What follows belongs to an exercise in optimizing a design on an open flow for a short achievable clock period and few clock cycles; a production flow would make more cautious choices. In this exercise RTL edits were held to simulation tests only and were not proved equivalent to the original. Power is estimated from default activity; no workload was simulated.

==> job 1179: inputs <==
==> flow/design.v <==
module ksadd #(parameter W = 32, parameter L = 5) (
    input  [W-1:0] a,
    input  [W-1:0] b,
    input          cin,
    output [W-1:0] s,
    output         cout
);
    wire [W-1:0] p0 = a ^ b;
    wire [W-1:0] g [0:L];
    wire [W-1:0] p [0:L];
    assign g[0] = (a & b) | {{(W-1){1'b0}}, p0[0] & cin};
    assign p[0] = p0;
    genvar k, i;
    generate
        for (k = 0; k < L; k = k + 1) begin : lvl
            for (i = 0; i < W; i = i + 1) begin : bit_
                if (i >= (1 << k)) begin : c
                    assign g[k+1][i] = g[k][i] | (p[k][i] & g[k][i-(1<<k)]);
                    assign p[k+1][i] = p[k][i] & p[k][i-(1<<k)];
                end else begin : n
                    assign g[k+1][i] = g[k][i];
                    assign p[k+1][i] = p[k][i];
                end
            end
        end
    endgenerate
    assign s = p0 ^ {g[L][W-2:0], cin};
    assign cout = g[L][W-1];
endmodule
module cmp32 (
    input  [31:0] a,
    input  [31:0] b,
    output        eq,
    output        lt,
    output        ltu
);
    wire [31:0] l0 = {1'b0, ~a[30:0] & b[30:0]};
    wire [31:0] e0 = {1'b1, ~(a[30:0] ^ b[30:0])};
    wire [15:0] l1, e1;
    wire [7:0]  l2, e2;
    wire [3:0]  l3, e3;
    wire [1:0]  l4, e4;
    genvar i;
    generate
        for (i = 0; i < 16; i = i + 1) begin : g1
            assign l1[i] = l0[2*i+1] | (e0[2*i+1] & l0[2*i]);
            assign e1[i] = e0[2*i+1] & e0[2*i];
        end
        for (i = 0; i < 8; i = i + 1) begin : g2
            assign l2[i] = l1[2*i+1] | (e1[2*i+1] & l1[2*i]);
            assign e2[i] = e1[2*i+1] & e1[2*i];
        end
        for (i = 0; i < 4; i = i + 1) begin : g3
            assign l3[i] = l2[2*i+1] | (e2[2*i+1] & l2[2*i]);
            assign e3[i] = e2[2*i+1] & e2[2*i];
        end
        for (i = 0; i < 2; i = i + 1) begin : g4
            assign l4[i] = l3[2*i+1] | (e3[2*i+1] & l3[2*i]);
            assign e4[i] = e3[2*i+1] & e3[2*i];
        end
    endgenerate
    wire lt31 = l4[1] | (e4[1] & l4[0]);
    wire eq31 = e4[1] & e4[0];
    wire e_msb = ~(a[31] ^ b[31]);
    assign eq  = eq31 & e_msb;
    assign ltu = (~a[31] & b[31]) | (e_msb & lt31);
    assign lt  = (a[31] & ~b[31]) | (e_msb & lt31);
endmodule
module cpu (
    input clk,
    input reset,
    output [31:0] iaddr,
    input [31:0] idata,
    output [31:0] daddr,
    input [31:0] drdata,
    output [31:0] dwdata,
    output [3:0] dwe
);
    localparam NB = 8;        
    localparam IB = 3;        
    reg [31:0] pc;
    assign iaddr = pc;
    reg [NB-1:0]     bt_v;
    reg [29-IB:0]    bt_tag [0:NB-1];
    reg [29:0]       bt_tgt [0:NB-1];
    reg        e_we;         
    reg [4:0]  e_rd;
    reg        e_load, e_store, e_branch, e_jal, e_jalr, e_haz, e_pred;
    reg [1:0]  e_sz;
    reg        e_sub;
    reg        e_sel_add, e_sel_slt, e_sel_sltu, e_sel_xor, e_sel_or, e_sel_and,
               e_sel_sll, e_sel_sr, e_sel_const, e_sel_auipc, e_arith;
    reg        e_br_eq, e_br_lt, e_br_ltu, e_br_inv;
    reg        e_fwd_a, e_fwd_b, e_fwd_o;
    reg [31:0] e_a, e_b, e_op2, e_imm, e_const, e_pc, e_pc4;
    reg [2:0]  e_lf3;
    reg        m_we, m_load;
    reg [4:0]  m_rd;
    reg [31:0] m_res, m_wdata;
    reg [3:0]  m_dwe;
    reg        m_lw, m_lh0, m_lh1, m_lb0, m_lb1, m_lb2, m_lb3, m_lsgn;
    reg [31:0] rf [0:31];
    wire [7:0] m_b0 = ({8{m_lw | m_lh0 | m_lb0}} & drdata[7:0]) | ({8{m_lb1}} & drdata[15:8]) |
                      ({8{m_lh1 | m_lb2}} & drdata[23:16]) | ({8{m_lb3}} & drdata[31:24]);
    wire       m_bs = (m_lb0 & drdata[7]) | (m_lb1 & drdata[15]) | (m_lb2 & drdata[23]) | (m_lb3 & drdata[31]);
    wire       m_hs = (m_lh0 & drdata[15]) | (m_lh1 & drdata[31]);
    wire       m_ext = m_lsgn & (m_bs | m_hs);
    wire [7:0] m_b1 = ({8{m_lw | m_lh0}} & drdata[15:8]) | ({8{m_lh1}} & drdata[31:24]) |
                      ({8{m_lb0 | m_lb1 | m_lb2 | m_lb3}} & {8{m_ext}});
    wire [15:0] m_hi = m_lw ? drdata[31:16] : {16{m_ext}};
    wire [31:0] m_lval = {m_hi, m_b1, m_b0};
    wire [31:0] m_val = m_load ? m_lval : m_res;
    always @(posedge clk)
        if (m_we) rf[m_rd] <= m_val;
    wire [31:0] ir = idata;
    wire [4:0] opc = ir[6:2];
    wire [2:0] f3  = ir[14:12];
    wire [4:0] rs1 = ir[19:15];
    wire [4:0] rs2 = ir[24:20];
    wire d_lui    = opc == 5'b01101;
    wire d_auipc  = opc == 5'b00101;
    wire d_jal    = opc == 5'b11011;
    wire d_jalr   = opc == 5'b11001 && f3 == 3'b000;
    wire d_br     = opc == 5'b11000 && f3[2:1] != 2'b01;
    wire d_ld     = opc == 5'b00000 && (f3 == 3'b000 || f3 == 3'b001 || f3 == 3'b010 || f3 == 3'b100 || f3 == 3'b101);
    wire d_st     = opc == 5'b01000 && (f3 == 3'b000 || f3 == 3'b001 || f3 == 3'b010);
    wire d_opi    = opc == 5'b00100;
    wire d_op     = opc == 5'b01100;
    wire d_alu    = d_opi | d_op;
    wire d_writes = d_lui | d_auipc | d_jal | d_jalr | d_ld | d_alu;
    wire [4:0] d_rd = d_writes ? ir[11:7] : 5'd0;
    wire d_use1 = d_jalr | d_br | d_ld | d_st | d_alu;
    wire d_use2 = d_br | d_st | d_op;
    wire [31:0] imm_i = {{20{ir[31]}}, ir[31:20]};
    wire [31:0] imm_s = {{20{ir[31]}}, ir[31:25], ir[11:7]};
    wire [31:0] imm_b = {{20{ir[31]}}, ir[7], ir[30:25], ir[11:8], 1'b0};
    wire [31:0] imm_u = {ir[31:12], 12'd0};
    wire [31:0] imm_j = {{12{ir[31]}}, ir[19:12], ir[20], ir[30:21], 1'b0};
    wire [31:0] d_imm = d_st ? imm_s : (d_opi && f3[1:0] == 2'b01) ? {27'd0, ir[24:20]} : imm_i;
    wire [31:0] pc4 = pc + 32'd4;
    wire [IB-1:0] f_idx = pc[IB+1:2];
    wire f_hit = bt_v[f_idx] && bt_tag[f_idx] == pc[31:IB+2];
    wire [31:0] f_tgt = {bt_tgt[f_idx], 2'b00};
    wire [31:0] rf1 = rf[rs1];
    wire [31:0] rf2 = rf[rs2];
    wire m_byp1 = m_we && m_rd == rs1;
    wire m_byp2 = m_we && m_rd == rs2;
    wire [31:0] d_a = (rs1 == 5'd0) ? 32'd0 : m_byp1 ? m_val : rf1;
    wire [31:0] d_b = (rs2 == 5'd0) ? 32'd0 : m_byp2 ? m_val : rf2;
    wire e_hit1 = e_we && e_rd == rs1;
    wire e_hit2 = e_we && e_rd == rs2;
    wire ld_haz = e_load && ((d_use1 && e_hit1) || (d_use2 && e_hit2));
    wire [31:0] ea  = e_fwd_a ? m_res : e_a;
    wire [31:0] eb  = e_fwd_b ? m_res : e_b;
    wire [31:0] ov  = e_fwd_o ? m_res : e_op2;
    wire [31:0] eo  = ov ^ {32{e_sub}};
    wire [31:0] sum; wire cout;
    ksadd #(32) aa (.a(ea), .b(eo), .cin(e_sub), .s(sum), .cout(cout));
    wire eq, lt, ltu;
    cmp32 cmp (.a(ea), .b(ov), .eq(eq), .lt(lt), .ltu(ltu));
    wire [31:0] shl = ea << eo[4:0];
    wire [31:0] shr = $signed({e_arith & ea[31], ea}) >>> eo[4:0];
    wire [31:0] e_tgt = e_pc + e_imm;        
    wire [31:0] e_res = ({32{e_sel_add}} & sum) |
                        {31'd0, (e_sel_slt & lt) | (e_sel_sltu & ltu)} |
                        ({32{e_sel_xor}} & (ea ^ eo)) |
                        ({32{e_sel_or}} & (ea | eo)) |
                        ({32{e_sel_and}} & (ea & eo)) |
                        ({32{e_sel_sll}} & shl) |
                        ({32{e_sel_sr}} & shr) |
                        ({32{e_sel_const}} & e_const) |
                        ({32{e_sel_auipc}} & e_tgt);
    wire cond = ((e_br_eq & eq) | (e_br_lt & lt) | (e_br_ltu & ltu)) ^ e_br_inv;
    wire taken = e_jal | (e_branch & cond);                   
    wire e_redir = e_haz || e_jalr || (e_branch && (cond != e_pred)) || (e_jal && !e_pred);
    wire [31:0] e_rtgt = e_haz ? e_pc : e_jalr ? {sum[31:1], 1'b0} : e_pred ? e_pc4 : e_tgt;
    wire [IB-1:0] e_idx = e_pc[IB+1:2];
    wire bt_wr = !e_haz && (e_branch || e_jal);
    wire [3:0] e_dwe = !e_store ? 4'd0 :
                       (e_sz == 2'd0) ? (4'b0001 << sum[1:0]) :
                       (e_sz == 2'd1) ? ((sum[1:0] == 2'd2) ? 4'b1100 : 4'b0011) : 4'b1111;
    wire [31:0] e_wd = (e_sz == 2'd0) ? {4{eb[7:0]}} : (e_sz == 2'd1) ? {2{eb[15:0]}} : eb;
    always @(posedge clk) begin
        if (reset) begin
            pc <= 32'd0;
            bt_v <= {NB{1'b0}};
            e_we <= 1'b0; e_rd <= 5'd0; e_load <= 1'b0; e_store <= 1'b0; e_branch <= 1'b0; e_jal <= 1'b0; e_jalr <= 1'b0; e_haz <= 1'b0;
            m_we <= 1'b0; m_rd <= 5'd0; m_load <= 1'b0;
        end else begin
            if (e_redir) pc <= e_rtgt;
            else if (f_hit) pc <= f_tgt;
            else pc <= pc4;
            if (bt_wr) bt_v[e_idx] <= taken;
            if (e_redir) begin
                e_we <= 1'b0; e_rd <= 5'd0; e_load <= 1'b0; e_store <= 1'b0; e_branch <= 1'b0; e_jal <= 1'b0; e_jalr <= 1'b0; e_haz <= 1'b0;
            end else begin
                e_we <= d_rd != 5'd0; e_rd <= d_rd;
                e_load <= d_ld; e_store <= d_st; e_branch <= d_br; e_jal <= d_jal; e_jalr <= d_jalr; e_haz <= ld_haz;
            end
            m_we <= e_we && !e_haz; m_rd <= e_rd; m_load <= e_load;
        end
    end
    always @(posedge clk)
        if (bt_wr) begin
            bt_tag[e_idx] <= e_pc[31:IB+2];
            bt_tgt[e_idx] <= e_tgt[31:2];
        end
    always @(posedge clk) begin
        e_a <= d_a; e_b <= d_b;
        e_op2 <= (d_op || d_br) ? d_b : d_imm;
        e_imm <= d_auipc ? imm_u : d_jal ? imm_j : imm_b;
        e_pc <= pc; e_pc4 <= pc4;
        e_pred <= f_hit;
        e_const <= d_lui ? imm_u : pc4;
        e_sz <= f3[1:0];
        e_lf3 <= f3;
        e_sub <= d_op && ir[30] && f3 == 3'b000;
        e_sel_add   <= (d_alu && f3 == 3'b000) || d_ld || d_st;
        e_sel_slt   <= d_alu && f3 == 3'b010;
        e_sel_sltu  <= d_alu && f3 == 3'b011;
        e_sel_xor   <= d_alu && f3 == 3'b100;
        e_sel_or    <= d_alu && f3 == 3'b110;
        e_sel_and   <= d_alu && f3 == 3'b111;
        e_sel_sll   <= d_alu && f3 == 3'b001;
        e_sel_sr    <= d_alu && f3 == 3'b101;
        e_arith     <= ir[30];
        e_sel_const <= d_lui | d_jal | d_jalr;
        e_sel_auipc <= d_auipc;
        e_br_eq   <= f3[2] == 1'b0;
        e_br_lt   <= f3[2:1] == 2'b10;
        e_br_ltu  <= f3[2:1] == 2'b11;
        e_br_inv  <= f3[0];
        e_fwd_a <= e_hit1;
        e_fwd_b <= e_hit2;
        e_fwd_o <= e_hit2 && (d_op || d_br);
        m_res <= e_res; m_wdata <= e_wd;
        m_lw  <= e_lf3[1:0] == 2'b10;
        m_lh0 <= e_lf3[1:0] == 2'b01 && sum[1:0] != 2'd2;
        m_lh1 <= e_lf3[1:0] == 2'b01 && sum[1:0] == 2'd2;
        m_lb0 <= e_lf3[1:0] == 2'b00 && sum[1:0] == 2'd0;
        m_lb1 <= e_lf3[1:0] == 2'b00 && sum[1:0] == 2'd1;
        m_lb2 <= e_lf3[1:0] == 2'b00 && sum[1:0] == 2'd2;
        m_lb3 <= e_lf3[1:0] == 2'b00 && sum[1:0] == 2'd3;
        m_lsgn <= !e_lf3[2];
    end
    always @(posedge clk or posedge reset) begin
        if (reset) m_dwe <= 4'd0;
        else m_dwe <= e_haz ? 4'd0 : e_dwe;
    end
    assign daddr = m_res;
    assign dwdata = m_wdata;
    assign dwe = m_dwe;
endmodule
==> flow/flow/run.sh <==
#!/bin/bash
# The standard layout (standard.sh: unchanged synthesis, floorplan, placement, CTS, routing)
# with three resizer settings changed:
#  - SETUP_SLACK_MARGIN 7.5: repair_timing keeps improving paths well past the 11 ns clock;
#  - port buffers are buf_4 cells (every input and output still gets its own buffer);
#  - MATCH_CELL_FOOTPRINT 0: the resizer may swap a cell for any equivalent one.
# Each tool's full output is in the orfs/logs folder; make's output goes to flow_make.log.
set -euo pipefail
bash standard.sh SETUP_SLACK_MARGIN=7.5 "BUFFER_PORTS_ARGS=-buffer_cell sky130_fd_sc_hd__buf_4" \
    MATCH_CELL_FOOTPRINT=0 finish > flow_make.log 2>&1
==> flow/standard.sh <==
#!/bin/bash
# synth_recipe.tcl (not shown) runs the flow's synth.tcl, then flattens the netlist and writes it again
# the make line also repeats each setting of config.mk as NAME=value (left out here)
make -C /OpenROAD-flow-scripts/flow DESIGN_CONFIG=/design/flow/config.mk WORK_HOME=/design/flow/orfs CLKGATE_MAP_FILE= SYNTH_SCRIPT=/design/flow/synth_recipe.tcl "${@:-finish}"
==> flow/config.mk <==
export PLATFORM = sky130hd
export DESIGN_NAME = cpu
export DESIGN_NICKNAME = cpu
export VERILOG_FILES = /design/flow/design.v
export SDC_FILE = /design/flow/constraint.sdc
export NUM_CORES = 4
export LEC_CHECK = 0
export CAP_MARGIN = 20
export CORE_MARGIN = 2
export CORE_UTILIZATION = 55
export PLACE_DENSITY = 0.7
export SLEW_MARGIN = 20
==> flow/constraint.sdc <==
create_clock -name core_clock -period 11.0 [get_ports {clk}]
set_input_delay 2.2000 -clock core_clock [delete_from_list [all_inputs] [get_ports {clk}]]
set_output_delay 2.2000 -clock core_clock [all_outputs]
set_load 0.01 [all_outputs]
==> inputs of job 6971, as changes to job 1179 <==
==> flow/design.v, changed modules only <==
module cpu (
    input clk,
    input reset,
    output [31:0] iaddr,
    input [31:0] idata,
    output [31:0] daddr,
    input [31:0] drdata,
    output [31:0] dwdata,
    output [3:0] dwe
);
    localparam NB = 16;       
    localparam IB = 4;        
    reg [31:0] pc;
    assign iaddr = pc;
    reg [NB-1:0]     bt_v;
    reg [29-IB:0]    bt_tag [0:NB-1];
    reg [29:0]       bt_tgt [0:NB-1];
    reg        e_we;         
    reg [4:0]  e_rd;
    reg        e_load, e_store, e_branch, e_jal, e_jalr, e_haz, e_pred;
    reg [1:0]  e_sz;
    reg        e_sub;
    reg        e_sel_add, e_sel_slt, e_sel_sltu, e_sel_xor, e_sel_or, e_sel_and,
               e_sel_sll, e_sel_sr, e_sel_const, e_sel_auipc, e_arith;
    reg        e_br_eq, e_br_lt, e_br_ltu, e_br_inv;
    reg        e_fwd_a, e_fwd_b, e_fwd_o, e_dead;
    reg [31:0] e_jimm;
    reg [31:0] e_a, e_b, e_op2, e_imm, e_const, e_pc, e_pc4;
    reg [2:0]  e_lf3;
    reg        m_we, m_load;
    reg [4:0]  m_rd;
    reg [31:0] m_res, m_wdata;
    reg [3:0]  m_dwe;
    reg        m_lw, m_lh0, m_lh1, m_lb0, m_lb1, m_lb2, m_lb3, m_lsgn;
    reg [31:0] rf [0:31];
    wire [7:0] m_b0 = ({8{m_lw | m_lh0 | m_lb0}} & drdata[7:0]) | ({8{m_lb1}} & drdata[15:8]) |
                      ({8{m_lh1 | m_lb2}} & drdata[23:16]) | ({8{m_lb3}} & drdata[31:24]);
    wire       m_bs = (m_lb0 & drdata[7]) | (m_lb1 & drdata[15]) | (m_lb2 & drdata[23]) | (m_lb3 & drdata[31]);
    wire       m_hs = (m_lh0 & drdata[15]) | (m_lh1 & drdata[31]);
    wire       m_ext = m_lsgn & (m_bs | m_hs);
    wire [7:0] m_b1 = ({8{m_lw | m_lh0}} & drdata[15:8]) | ({8{m_lh1}} & drdata[31:24]) |
                      ({8{m_lb0 | m_lb1 | m_lb2 | m_lb3}} & {8{m_ext}});
    wire [15:0] m_hi = m_lw ? drdata[31:16] : {16{m_ext}};
    wire [31:0] m_lval = {m_hi, m_b1, m_b0};
    wire [31:0] m_val = m_load ? m_lval : m_res;
    always @(posedge clk)
        if (m_we) rf[m_rd] <= m_val;
    wire [31:0] ir = idata;
    wire [4:0] opc = ir[6:2];
    wire [2:0] f3  = ir[14:12];
    wire [4:0] rs1 = ir[19:15];
    wire [4:0] rs2 = ir[24:20];
    wire d_lui    = opc == 5'b01101;
    wire d_auipc  = opc == 5'b00101;
    wire d_jal    = opc == 5'b11011;
    wire d_jalr   = opc == 5'b11001 && f3 == 3'b000;
    wire d_br     = opc == 5'b11000 && f3[2:1] != 2'b01;
    wire d_ld     = opc == 5'b00000 && (f3 == 3'b000 || f3 == 3'b001 || f3 == 3'b010 || f3 == 3'b100 || f3 == 3'b101);
    wire d_st     = opc == 5'b01000 && (f3 == 3'b000 || f3 == 3'b001 || f3 == 3'b010);
    wire d_opi    = opc == 5'b00100;
    wire d_op     = opc == 5'b01100;
    wire d_alu    = d_opi | d_op;
    wire d_writes = d_lui | d_auipc | d_jal | d_jalr | d_ld | d_alu;
    wire [4:0] d_rd = d_writes ? ir[11:7] : 5'd0;
    wire d_use1 = d_jalr | d_br | d_ld | d_st | d_alu;
    wire d_use2 = d_br | d_st | d_op;
    wire [31:0] imm_i = {{20{ir[31]}}, ir[31:20]};
    wire [31:0] imm_s = {{20{ir[31]}}, ir[31:25], ir[11:7]};
    wire [31:0] imm_b = {{20{ir[31]}}, ir[7], ir[30:25], ir[11:8], 1'b0};
    wire [31:0] imm_u = {ir[31:12], 12'd0};
    wire [31:0] imm_j = {{12{ir[31]}}, ir[19:12], ir[20], ir[30:21], 1'b0};
    wire [31:0] d_imm = d_st ? imm_s : (d_opi && f3[1:0] == 2'b01) ? {27'd0, ir[24:20]} : imm_i;
    wire [31:0] pc4 = pc + 32'd4;
    wire [IB-1:0] f_idx = pc[IB+1:2];
    wire f_hit = bt_v[f_idx] && bt_tag[f_idx] == pc[31:IB+2];
    wire [31:0] f_tgt = {bt_tgt[f_idx], 2'b00};
    wire [31:0] rf1 = rf[rs1];
    wire [31:0] rf2 = rf[rs2];
    wire m_byp1 = m_we && m_rd == rs1;
    wire m_byp2 = m_we && m_rd == rs2;
    wire [31:0] d_a = (rs1 == 5'd0) ? 32'd0 : m_byp1 ? m_val : rf1;
    wire [31:0] d_b = (rs2 == 5'd0) ? 32'd0 : m_byp2 ? m_val : rf2;
    wire e_live = !e_dead;
    wire e_hit1 = e_live && e_we && e_rd == rs1;
    wire e_hit2 = e_live && e_we && e_rd == rs2;
    wire ld_haz = e_load && ((d_use1 && e_hit1) || (d_use2 && e_hit2));
    wire [31:0] ea  = e_fwd_a ? m_res : e_a;
    wire [31:0] eb  = e_fwd_b ? m_res : e_b;
    wire [31:0] ov  = e_fwd_o ? m_res : e_op2;
    wire [31:0] eo  = ov ^ {32{e_sub}};
    wire [31:0] sum; wire cout;
    ksadd #(32) aa (.a(ea), .b(eo), .cin(e_sub), .s(sum), .cout(cout));
    wire eq, lt, ltu;
    cmp32 cmp (.a(ea), .b(ov), .eq(eq), .lt(lt), .ltu(ltu));
    wire [31:0] shl = ea << eo[4:0];
    wire [31:0] shr = $signed({e_arith & ea[31], ea}) >>> eo[4:0];
    wire [31:0] e_tgt = e_pc + e_imm;        
    wire [31:0] e_res = ({32{e_sel_add}} & sum) |
                        {31'd0, (e_sel_slt & lt) | (e_sel_sltu & ltu)} |
                        ({32{e_sel_xor}} & (ea ^ eo)) |
                        ({32{e_sel_or}} & (ea | eo)) |
                        ({32{e_sel_and}} & (ea & eo)) |
                        ({32{e_sel_sll}} & shl) |
                        ({32{e_sel_sr}} & shr) |
                        ({32{e_sel_const}} & e_const) |
                        ({32{e_sel_auipc}} & e_tgt);
    wire cond = ((e_br_eq & eq) | (e_br_lt & lt) | (e_br_ltu & ltu)) ^ e_br_inv;
    wire taken = e_jal | (e_branch & cond);                   
    wire e_redir = e_live && (e_haz || e_jalr || (e_branch && (cond != e_pred)) || (e_jal && !e_pred));
    wire [31:0] jt;
    ksadd #(32) ajt (.a(ea), .b(e_jimm), .cin(1'b0), .s(jt), .cout());
    wire [31:0] e_rtgt = e_haz ? e_pc : e_jalr ? {jt[31:1], 1'b0} : e_pred ? e_pc4 : e_tgt;
    wire [IB-1:0] e_idx = e_pc[IB+1:2];
    wire bt_wr = e_live && !e_haz && (e_branch || e_jal);
    wire [3:0] e_dwe = !(e_store && e_live && !e_haz) ? 4'd0 :
                       (e_sz == 2'd0) ? (4'b0001 << sum[1:0]) :
                       (e_sz == 2'd1) ? ((sum[1:0] == 2'd2) ? 4'b1100 : 4'b0011) : 4'b1111;
    wire [31:0] e_wd = (e_sz == 2'd0) ? {4{eb[7:0]}} : (e_sz == 2'd1) ? {2{eb[15:0]}} : eb;
    always @(posedge clk) begin
        if (reset) begin
            pc <= 32'd0;
            bt_v <= {NB{1'b0}};
            e_dead <= 1'b1;
            m_we <= 1'b0; m_rd <= 5'd0; m_load <= 1'b0;
        end else begin
            if (e_redir) pc <= e_rtgt;
            else if (f_hit) pc <= f_tgt;
            else pc <= pc4;
            if (bt_wr) bt_v[e_idx] <= taken;
            e_dead <= e_redir;
            m_we <= e_live && e_we && !e_haz; m_rd <= e_rd; m_load <= e_load;
        end
    end
    always @(posedge clk)
        if (bt_wr) begin
            bt_tag[e_idx] <= e_pc[31:IB+2];
            bt_tgt[e_idx] <= e_tgt[31:2];
        end
    always @(posedge clk) begin
        e_we <= d_rd != 5'd0; e_rd <= d_rd;
        e_load <= d_ld; e_store <= d_st; e_branch <= d_br; e_jal <= d_jal; e_jalr <= d_jalr; e_haz <= ld_haz;
        e_jimm <= imm_i;
        e_a <= d_a; e_b <= d_b;
        e_op2 <= (d_op || d_br) ? d_b : d_imm;
        e_imm <= d_auipc ? imm_u : d_jal ? imm_j : imm_b;
        e_pc <= pc; e_pc4 <= pc4;
        e_pred <= f_hit;
        e_const <= d_lui ? imm_u : pc4;
        e_sz <= f3[1:0];
        e_lf3 <= f3;
        e_sub <= d_op && ir[30] && f3 == 3'b000;
        e_sel_add   <= (d_alu && f3 == 3'b000) || d_ld || d_st;
        e_sel_slt   <= d_alu && f3 == 3'b010;
        e_sel_sltu  <= d_alu && f3 == 3'b011;
        e_sel_xor   <= d_alu && f3 == 3'b100;
        e_sel_or    <= d_alu && f3 == 3'b110;
        e_sel_and   <= d_alu && f3 == 3'b111;
        e_sel_sll   <= d_alu && f3 == 3'b001;
        e_sel_sr    <= d_alu && f3 == 3'b101;
        e_arith     <= ir[30];
        e_sel_const <= d_lui | d_jal | d_jalr;
        e_sel_auipc <= d_auipc;
        e_br_eq   <= f3[2] == 1'b0;
        e_br_lt   <= f3[2:1] == 2'b10;
        e_br_ltu  <= f3[2:1] == 2'b11;
        e_br_inv  <= f3[0];
        e_fwd_a <= e_hit1;
        e_fwd_b <= e_hit2;
        e_fwd_o <= e_hit2 && (d_op || d_br);
        m_res <= e_res; m_wdata <= e_wd;
        m_lw  <= e_lf3[1:0] == 2'b10;
        m_lh0 <= e_lf3[1:0] == 2'b01 && sum[1:0] != 2'd2;
        m_lh1 <= e_lf3[1:0] == 2'b01 && sum[1:0] == 2'd2;
        m_lb0 <= e_lf3[1:0] == 2'b00 && sum[1:0] == 2'd0;
        m_lb1 <= e_lf3[1:0] == 2'b00 && sum[1:0] == 2'd1;
        m_lb2 <= e_lf3[1:0] == 2'b00 && sum[1:0] == 2'd2;
        m_lb3 <= e_lf3[1:0] == 2'b00 && sum[1:0] == 2'd3;
        m_lsgn <= !e_lf3[2];
    end
    always @(posedge clk or posedge reset) begin
        if (reset) m_dwe <= 4'd0;
        else m_dwe <= e_dwe;
    end
    assign daddr = m_res;
    assign dwdata = m_wdata;
    assign dwe = m_dwe;
endmodule
==> run summary <==
                                                                                job 6971                 job 1179
Num tapcells                                                                        2542                     2086
Leakage                                                                          44.7 nW                  38.7 nW
Proportion of netlist area held by the largest area contributor                    0.537                    0.503
Largest stage delay, worst path                                                  0.53 ns                  0.52 ns
FF-to-FF path depth                                                                   13                       17
Mux contribution to synthesized area                                               0.212                    0.223
Area share of xor/xnor cells in the synthesized design                            0.0139                   0.0166
Outcome                                                          complete, no violations  complete, no violations
Post-layout total power                                                          20.9 mW                  17.4 mW
Mean instance size in the synthesized netlist                                   15.8 µm²                 15.2 µm²
Cell Pwr Density                                                              161 mW/mm²               158 mW/mm²
Tot GR Track Use                                                                   0.401                    0.406
Met1 Routed Length                                                             133000 µm                112000 µm
Share of the final layout cell area in multi-input gates                           0.334                    0.354
Total vias in the final route                                                      72807                    63598
Worst hold margin                                                               0.366 ns                 0.372 ns
Testbench counts of job 1179, summed over its fixed seeds: cycles 25,882.
Testbench counts of job 6971, summed over its fixed seeds: cycles 25,760.

## afterwards: timing with drivers on the ports
How much do the figures lean on ideal ports? The routed layouts below were timed once more, with nothing changed but the port constraints. Step 1 assumes that a clkbuf_16 drives the clock port and a buf_2 every other input. Step 2 also shifts input and output timing later by t, the mid clock arrival at the registers, as if the neighbouring blocks saw the same clock. Three values: ideal, step 1, step 2; two values: the first two.
| run | t (ns) | setup WS [ns] | clock arrival spread, ns | worst register clock-pin slew, ns | worst slew at a driven data input, ns |
|---|---|---|---|---|---|
| job 1179 | 0.935 | 6.815 / 6.815 / 5.902 | 0.057 / 0.057 | 0.07 / 0.07 | 0.56 |
| job 6971 | 0.984 | 6.704 / 6.704 / 5.967 | 0.104 / 0.104 | 0.07 / 0.07 | 0.43 |
After both steps every run listed still meets setup and hold. For job 1179, which loses most, drivers alone change the setup slack by 0.000 ns; drivers and shift together by -0.913 ns.
